Source: an optimization exercise on an open RTL-to-GDS flow (aim: a short achievable clock period and few clock cycles). Production flows keep margins and buffers that such runs may drop.
At most, simulation tests tie the RTL to the original design; equivalence was not proved.

// cpu
module cpu
(
   input  wire       rst,
   input  wire       clk,
   input  wire [7:0] imem_data,
   output wire [7:0] imem_addr,
   output wire       dmem_port_write,
   output wire [7:0] dmem_port_wdata,
   input  wire [7:0] dmem_port_rdata,
   output wire [7:0] dmem_port_addr
);
localparam LB  = 5;                
localparam NL  = 1 << LB;          
localparam TB  = 7 - LB;           
localparam WIN = 8'd32;            
reg  [7:0]    fa;                  
reg  [7:0]    pf;                  
reg  [7:0]    pc;                  
reg  [7:0]    pc2;                 
reg  [7:0]    pd;                  
reg           pfsel;               
reg  [7:0]    pf1, pd1;            
reg           ok0, ok1;            
reg  [LB-1:0] i2d, itd;            
reg  [LB-1:0] i2hn, ithn;          
reg  [7:0]    ir_op;
reg           ir_opv;
reg  [7:0]    ir_arg;
reg           ir_argv;
reg  [7:0]    tgt;                 
reg           q_jmp, q_cj, q_alu, q_ls, q_used;    
reg  [7:0]    lop [0:NL-1];        
reg  [7:0]    larg[0:NL-1];        
reg  [7:0]    ltg [0:NL-1];        
reg  [4:0]    lpd [0:NL-1];        
reg  [TB-1:0] ltag[0:NL-1];
reg  [NL-1:0] vlo, vhi;            
reg  [7:0]    acc;
reg  [7:0]    zr;                  
reg           cf;
reg           ex_ld;               
reg           ex_li;               
reg           ex_alu;              
reg           ex_imm;              
reg           ex_st, ex_sti;       
reg  [2:0]    ex_op;               
reg  [7:0]    ex_b;
reg  [7:0]    daddr;
reg  [7:0]    wdata;
reg           we;
assign imem_addr       = fa;
assign dmem_port_addr  = daddr;
assign dmem_port_wdata = wdata;
assign dmem_port_write = we;
function [8:0] ks_add;
   input [7:0] a;
   input [7:0] b;
   input       ci;
   reg   [7:0] g, p, g1, p1, g2, p2, g3;
   integer i;
   begin
      g = a & b;
      p = a ^ b;
      g[0] = g[0] | (p[0] & ci);
      for (i = 0; i < 8; i = i + 1) begin
         g1[i] = (i >= 1) ? (g[i] | (p[i] & g[i-1])) : g[i];
         p1[i] = (i >= 1) ? (p[i] & p[i-1]) : p[i];
      end
      for (i = 0; i < 8; i = i + 1) begin
         g2[i] = (i >= 2) ? (g1[i] | (p1[i] & g1[i-2])) : g1[i];
         p2[i] = (i >= 2) ? (p1[i] & p1[i-2]) : p1[i];
      end
      for (i = 0; i < 8; i = i + 1) begin
         g3[i] = (i >= 4) ? (g2[i] | (p2[i] & g2[i-4])) : g2[i];
      end
      ks_add = {g3[7], p ^ {g3[6:0], ci}};
   end
endfunction
  ...
Settings: LEC_CHECK=0, CAP_MARGIN=20, CORE_MARGIN=2, CORE_UTILIZATION=40, SETUP_SLACK_MARGIN=4.5, SLEW_MARGIN=20; clock period 7.0 ns.
run.sh (not shown) runs the stock make flow with config.mk's settings and CLKGATE_MAP_FILE= SYNTH_SCRIPT=/design/flow/synth_recipe.tcl, a recipe that flattens the netlist after the stock synthesis.
The baseline ran to the end with no violations.
Testbench counts at the start, summed over its fixed seeds: cycles 88,033.
Edit:
--- a/flow/design.v
+++ b/flow/design.v
@@ -166,29 +166,22 @@
 wire [7:0] pd_q = pde - 8'd2;
 wire [7:0] pd_t = pfe - tgt;
 wire       cl_s = pd_s[7] | (pd_s < 8'd3);
 wire       cl_q = pd_q[7] | (pd_q < 8'd3);
 wire       cl_t = pd_t[7] | (pd_t < 8'd3);
 wire [7:0] pf_s = cl_s ? pc + 8'd3  : pfe;
 wire [7:0] pf_q = cl_q ? pc2 + 8'd3 : pfe;
 wire [7:0] pf_t = cl_t ? tgt + 8'd3 : pfe;
 wire [7:0] pe_s = cl_s ? 8'd3 : pd_s;
 wire [7:0] pe_q = cl_q ? 8'd3 : pd_q;
 wire [7:0] pe_t = cl_t ? 8'd3 : pd_t;
-wire [7:0] pfe1  = pfsel ? pf1 + 8'd1 : pf1;
-wire [7:0] pf1_s = cl_s ? pc + 8'd4  : pfe1;
-wire [7:0] pf1_q = cl_q ? pc2 + 8'd4 : pfe1;
-wire [7:0] pf1_t = cl_t ? tgt + 8'd4 : pfe1;
-wire [7:0] pd1_s = cl_s ? 8'd4 : pde + 8'd1;
-wire [7:0] pd1_q = cl_q ? 8'd4 : pde - 8'd1;
-wire [7:0] pd1_t = cl_t ? 8'd4 : pfe1 - tgt;
 wire [7:0] pfx  = itk ? pf_t : iseq ? pf_q : pf_s;
 wire [7:0] pex  = itk ? pe_t : iseq ? pe_q : pe_s;
 wire       pok  = pfsel ? ok1 : ok0;      
 wire [7:0] npc  = itk ? tgt : iseq ? pc2 : pc;
 function [8:0] first_missing;         
    input       v0, v1, v2, v3;
    input [7:0] a0, a1, a2, a3;
    begin
       if (!v0)      first_missing = {1'b1, a0};
       else if (!v1) first_missing = {1'b1, a1};
       else if (!v2) first_missing = {1'b1, a2};
@@ -251,24 +244,24 @@
       ir_argv <= 1'b0;
       tgt     <= 8'd0;
       q_jmp   <= 1'b0;
       q_cj    <= 1'b0;
       q_alu   <= 1'b0;
       q_ls    <= 1'b0;
       q_used  <= 1'b0;
    end
    else begin
       pf  <= pfx;
       pd  <= pex;
-      pf1 <= itk ? pf1_t : iseq ? pf1_q : pf1_s;
-      pd1 <= itk ? pd1_t : iseq ? pd1_q : pd1_s;
+      pf1 <= pfx + 8'd1;
+      pd1 <= pex + 8'd1;
       ok0 <= itk ? (pe_t < WIN) : iseq ? (pe_q < WIN) : (pe_s < WIN);
       ok1 <= itk ? (pe_t < WIN - 8'd1) : iseq ? (pe_q < WIN - 8'd1) : (pe_s < WIN - 8'd1);
       if (dem[8]) begin
          fa    <= dem[7:0];
          pfsel <= 1'b0;
       end
       else if (pok) begin
          fa    <= pfe;
          pfsel <= 1'b1;
       end
       else begin
=>
- The new run completed without violations
- via count came out lower by roughly a tenth
- final area is lower by a few percent
- synthesized area is lower slightly
- worst hold slack stays flat
- worst setup slack gets worse by 0.27 ns
No functional check of the RTL was part of the second run of this note.

re-timing with driven ports:
How much do the figures lean on ideal ports? The routed layouts below were timed once more, with nothing changed but the port constraints.
Step 1 (the two cells are an assumption about what drives the block):
set clk [get_ports {clk}]
set_driving_cell -lib_cell sky130_fd_sc_hd__clkbuf_16 $clk
set_driving_cell -lib_cell sky130_fd_sc_hd__buf_2 [delete_from_list [all_inputs] $clk]
Step 2, shift: input delay + t, output delay - t, t = (earliest + latest rising clock arrival at the registers) / 2. This alone moves slack from input paths to output paths.
Three values: ideal ports, drivers, drivers and shift; two values: the first two.
run	t, ns	setup slack, ns	latest minus earliest clock arrival (ns)
the first run	0.834	3.520 / 3.520 / 3.216	0.068 / 0.068
the second run	0.833	3.251 / 3.251 / 3.139	0.055 / 0.054
After both steps every run listed still meets setup and hold. The setup slack of the first run, which loses most, moves by 0.000 ns with the drivers and by -0.304 ns with both steps.
